Background: an optimization exercise with open tools, aiming at small area. Do not read the settings as production practice. Only simulation tests tie the RTL to the original design; equivalence was not proved. The clock port is modelled as an ideal driver, which makes a skipped or thinned clock tree look cheaper than it is; a real chip needs a root buffer or a tree. Power figures rest on the tool's default switching activity, not on a simulated workload.

==> flow/design.v (excerpt) <==
module calculator #(parameter BCDdigits = 2, parameter cols_count = 4, parameter rows_count = 4)(
  input clk, rst, start,
  output [cols_count-1:0] cols,
  input  [rows_count-1:0] rows,
  output reg [7:0] digit1, digit2, digit3, digit4,
  output reg sign);
  reg [1:0] c;           
  reg       busy;        
  wire      rnz = |rows;
  always @(posedge clk) begin
    busy <= rnz;
    if (!rst) c <= 2'd0;
    else if (start & ~busy & ~rnz) c <= {c[1] ^ c[0], ~c[0]};
  end
  assign cols = {c[1] & c[0], c[1] & ~c[0], ~c[1] & c[0], ~c[1] & ~c[0]};
  wire ev = ~busy & rnz;                          
  wire [3:0] k = {rows[0] | rows[1], rows[0] | rows[2], c};
  wire kdig = ~k[3] | (~k[2] & ~k[1]);            
  wire kop  = k[3] & (k[2] ^ k[1]);               
  wire keq  = k[3] & k[2] & k[1] & ~k[0];         
  wire kclr = k[3] & k[2] & k[1] & k[0];          
  reg e, f;
  reg [1:0] op, nop;     
  reg s;                 
  reg F;                 
  reg act;               
  reg [5:0] cnt;
  reg [15:0] d;          
  reg [13:0] q;          
  wire [7:0] A = d[15:8];
  wire [3:0] st = cnt[3:0];
  wire [1:0] slot = cnt[5:4];
  function [1:0] fa(input a, input b, input ci); fa = {(a & b) | (ci & (a ^ b)), a ^ b ^ ci}; endfunction
  function [1:0] ha(input a, input b); ha = {a & b, a ^ b}; endfunction
  wire [3:0] h = d[7:4], l = d[3:0];
  wire [1:0] b1 = ha(l[1], h[0]);
  wire [1:0] b2 = fa(l[2], h[1], b1[1]);
  wire [1:0] b3a = fa(l[3], h[2], h[0]);
  wire [1:0] b3 = ha(b3a[0], b2[1]);
  wire [1:0] b4a = fa(h[3], h[1], b3a[1]);
  wire [1:0] b4 = ha(b4a[0], b3[1]);
  wire [1:0] b5a = fa(h[2], b4a[1], b4[1]);
  wire [1:0] b6 = ha(h[3], b5a[1]);
  wire [7:0] B = {b6[1], b6[0], b5a[0], b4[0], b3[0], b2[0], b1[0], l[0]};
  wire bz = ~|d[7:0];
  wire mul = ~op[1] & ~op[0];
  wire div = ~op[1] & op[0];
  wire sub = op[1] & (op[0] ^ s);
  wire cmp   = act & ~e;
  wire pass1 = cmp & (slot == 2'd0) & ~(st[3] & st[2] & st[1]);
  wire pass2 = cmp & (slot == 2'd1) & ~(st[3] & st[2] & st[1]) & sub;
  ...
==> flow/config.mk <==
export PLATFORM = sky130hd
export DESIGN_NAME = calculator
export DESIGN_NICKNAME = calculator
export VERILOG_FILES = /design/flow/design.v
export SDC_FILE = /design/flow/constraint.sdc
export NUM_CORES = 4
export LEC_CHECK = 0
export CAP_MARGIN = 20
export CORE_MARGIN = 2
export CORE_UTILIZATION = 40
export SLEW_MARGIN = 20
==> flow/constraint.sdc <==
create_clock -name core_clock -period 85.0 [get_ports {clk}]
set_input_delay 17.0000 -clock core_clock [delete_from_list [all_inputs] [get_ports {clk}]]
set_output_delay 17.0000 -clock core_clock [all_outputs]
set_load 0.01 [all_outputs]
standard.sh (not shown) runs the stock make flow with config.mk's settings and CLKGATE_MAP_FILE= SYNTH_SCRIPT=/design/flow/synth_recipe.tcl, a recipe that flattens the netlist after the stock synthesis.
==> flow/flow/run.sh <==
#!/bin/bash
# Own layout flow: the standard ORFS flow, except
#  - synthesis maps logic for area (no adder-cell extraction, ABC area script),
#    with the registers checked against the standard synthesis;
#  - ports are buffered with buf_1 cells.
# Every tool's output goes to a log file in this folder.
set -uo pipefail
W=$PWD
P=$FLOW_PLATFORM
ARGS=$(grep -m1 '^make -C' standard.sh | sed -E 's/.*SYNTH_SCRIPT=[^ ]+ //; s/"\$\{@:-finish\}"//')
export OWN_ABC_SCRIPT=$W/flow/area.abc
export OWN_ABC_SEEDS="0 1 2 3 4 5 6 7 8 9"
# extra make arguments for the layout steps, one per line
EXTRA=()
if [[ -f flow/extra_args.txt ]]; then mapfile -t EXTRA < flow/extra_args.txt; fi
EXTRA=("${EXTRA[@]//@W@/$W}")

regs() { grep -oE '^ *sky130_fd_sc_hd__(df|edf|sdf|dl)[a-z]*_[0-9]+ +[^ ]+' "$1" | sed -E 's/_[0-9]+ +/ /; s/^ *//' | sort; }

# 1. standard synthesis, for reference
make -C $FLOW_HOME DESIGN_CONFIG=$FLOW_CONFIG WORK_HOME=$W/ref CLKGATE_MAP_FILE= SYNTH_SCRIPT=$W/synth_recipe.tcl $ARGS synth > ref_synth.log 2>&1
regs ref/results/$P/calculator/base/1_2_yosys.v > ref_regs.txt

# 2. own synthesis
make -C $FLOW_HOME DESIGN_CONFIG=$FLOW_CONFIG WORK_HOME=$W/orfs CLKGATE_MAP_FILE= SYNTH_SCRIPT=$W/flow/own_synth.tcl $ARGS synth > own_synth.log 2>&1
regs orfs/results/$P/calculator/base/1_2_yosys.v > own_regs.txt
if ! cmp -s ref_regs.txt own_regs.txt || [ ! -s own_regs.txt ]; then
  echo "registers differ from the standard synthesis: using it" > fallback.log
  rm -rf orfs
  SYN=$W/synth_recipe.tcl
else
  SYN=$W/flow/own_synth.tcl
fi

# 3. rest of the flow
make -C $FLOW_HOME DESIGN_CONFIG=$FLOW_CONFIG WORK_HOME=$W/orfs CLKGATE_MAP_FILE= SYNTH_SCRIPT=$SYN $ARGS \
  BUFFER_PORTS_ARGS="-buffer_cell sky130_fd_sc_hd__buf_1" "${EXTRA[@]}" finish > own_finish.log 2>&1

ODB=$W/orfs/results/$P/calculator/base/6_final.odb
if [[ -f $ODB ]]; then
  : # left out here: write the final layout as DEF
fi
Other scripts of this flow, unchanged in this note and not shown: flow/flow/area.abc, flow/flow/cts_hook.tcl, flow/flow/extra_args.txt, flow/flow/own_synth.tcl
==> next run, changes <==
--- a/flow/design.v
+++ b/flow/design.v
@@ -45,38 +45,38 @@
   wire bz = ~|d[7:0];
   wire mul = ~op[1] & ~op[0];
   wire div = ~op[1] & op[0];
   wire sub = op[1] & (op[0] ^ s);
   wire cmp   = act & ~e;
   wire pass1 = cmp & (slot == 2'd0) & ~(st[3] & st[2] & st[1]);
   wire pass2 = cmp & (slot == 2'd1) & ~(st[3] & st[2] & st[1]) & sub;
   wire dab   = cmp & (slot == 2'd2) & ~(st[3] & st[2] & st[1]);
   wire errf  = cmp & (slot == 2'd3) & F;
   wire right = (pass1 & ~div) | pass2;
-  wire dv    = pass1 & div;
+  wire divp  = cmp & div & ((slot == 2'd0) | ((slot == 2'd1) & ~(st[3] & st[2])));
+  wire dsft  = divp & ~cnt[0];
+  wire dsub  = divp & cnt[0];
   wire q0 = q[0] & ~(pass1 & F);
   wire st0 = ~(st[3] | st[2] | st[1] | st[0]);
-  wire q13m = q[13] & ~F;
-  wire [7:0] X = dv ? {A[6:0], q13m} : A;
-  wire [7:0] Y = dv ? ~B : (pass1 & (mul ? q0 : st0)) ? B : 8'd0;
-  wire cin = dv | (~(mul & pass1) & (q0 ^ (pass1 ? sub : ~F)));
+  wire [7:0] X = A;
+  wire [7:0] Y = dsub ? ~B : (pass1 & ~div & (mul ? q0 : st0)) ? B : 8'd0;
+  wire cin = dsub | (~(mul & pass1) & (q0 ^ (pass1 ? sub : ~F)));
   wire [8:0] cy;
   wire [7:0] sm;
   assign cy[0] = cin;
   genvar gi;
   generate for (gi = 0; gi < 8; gi = gi + 1) begin : add
     assign {cy[gi+1], sm[gi]} = fa(X[gi], Y[gi], cy[gi]);
   end endgenerate
   wire [8:0] sum = {cy[8], sm};
-  wire ge = ~bz & (A[7] | sum[8]);
-  wire dsh = dv & ~ge;                  
-  wire [7:0] An = dv ? sum[7:0] : sum[8:1];
+  wire ge = ~bz & ~F & (q[0] | sum[8]);    
+  wire [7:0] An = dsub ? sum[7:0] : sum[8:1];
   function [3:0] c3(input [3:0] n, input en);
     reg g;
     begin
       g = en & (n[3] | (n[2] & (n[1] | n[0])));
       c3 = {n[3] | g,
             g ? n[3] & n[0] : n[2],
             g ? (n[2] & n[1] & n[0]) | (n[3] & ~n[0]) : n[1],
             g ? ~n[0] & (n[1] | n[3]) : n[0]};
     end
   endfunction
@@ -103,36 +103,36 @@
     end else begin
       if (eNEW) begin e <= 1'b1; f <= 1'b0; end
       if (eOP2) begin e <= 1'b1; f <= 1'b1; end
       if (eCMP) begin e <= 1'b0; f <= ~keq; end
       if (go) act <= 1'b1;
       else if ((e & cnt == 6'd3) | (~e & cnt == 6'd63)) act <= 1'b0;
     end
     if (eNEW) begin op <= 2'b10; s <= 1'b0; F <= 1'b1; end
     if (eCMP) nop <= k[1:0];
     if (cmp & cnt == 6'd14) begin
-      F <= (mul & |A) | (sub & A[0]);
+      if (~div) F <= (mul & |A) | (sub & A[0]);
       if (div & bz) s <= 1'b0;
     end
     if (cmp & cnt == 6'd30 & sub) s <= s ^ F;
-    if (cmp & cnt == 6'd31 & op[1]) F <= 1'b0;
+    if (cmp & cnt == 6'd31 & ~mul) F <= 1'b0;
     if (dab & ovf5) F <= 1'b1;
     if (cmp & cnt == 6'd63) op <= nop;
     if (clr_all) d <= 16'd0;
     else begin
       if (shl) d[7:0] <= {dc[6:0], sbit};
-      if (shl_hi | dsh) d[15:8] <= {dc[14:8], dv ? q13m : dc[7]};
-      else if (pass1 | pass2) d[15:8] <= An;
+      if (shl_hi | dsft) d[15:8] <= {dc[14:8], dsft ? q[13] : dc[7]};
+      else if (right | (dsub & ge)) d[15:8] <= An;
     end
     if (right) q <= {sum[0], q[13:1]};
-    else if (dv) q <= {q[12:0], ge};
-    else if (dab) q <= {q[12:0], q[13]};
+    else if (dsft | dab) q <= {q[12:0], dsft ? A[7] : q[13]};
+    else if (dsub) q[0] <= ge;
   end
   localparam [15:0] SA = 16'h07ed, SB = 16'h039f, SC = 16'h03fb, SD = 16'h076d,
                     SE = 16'h0d45, SF = 16'h0771, SG = 16'h0f7c;
   function [7:0] seg(input [3:0] n);
     seg = {1'b0, SA[n], SB[n], SC[n], SD[n], SE[n], SF[n], SG[n]};
   endfunction
   function [7:0] seg09(input [3:0] n, input e10);
     seg09 = {1'b0,
       n[3] | (~n[2] & ~n[0]) | (n[2] & n[0]) | n[1],
       e10 ? (~n[3] & ~n[2]) | (n[3] & ~n[1]) | (~n[1] & ~n[0]) | (n[1] & n[0])
Wire length came out lower by 2.1%.
Sequential share of layout area stays flat.
Worst setup slack is better by 0.48 ns.
Design area barely changes.
Critical path depth does not change.
Area after synthesis hardly moves.
Global-route usage came out lower by 0.59 points.
Worst hold slack is worse by 0.027 ns.
Total power came out higher by 5.4%.
Final cell count is about the same.
Synthesized cell count came out lower by 0.45%.
Via count stays flat.
Combinational power came out higher by 11%.
No run of this note takes its clock network from TritonCTS; it comes from the design's own scripts or RTL.

[separate check: timing with driven ports]
The results above use ideal ports. As a check the final layouts listed here were re-extracted and re-timed, cells and wires unchanged.
Step 1, drivers: a clkbuf_16 drives clk and a buf_2 each remaining input, both assumed.
Step 2 also shifts input and output timing later by t, the mid clock arrival at the registers, as if the neighbouring blocks saw the same clock.
Slacks: ideal ports / drivers / drivers and shift; pairs: ideal ports / drivers.
run | shift t [ns] | setup slack, ns | worst hold slack (ns)
the first run | 0.209 | 65.398 / 65.429 / 65.219 | 0.526 / 0.526 / 0.526
the second run | 0.207 | 65.874 / 65.823 / 65.699 | 0.499 / 0.499 / 0.499
After both steps setup and hold are still met in every run listed. For the first run, which loses most, drivers alone change the setup slack by +0.031 ns; drivers and shift together by -0.179 ns.
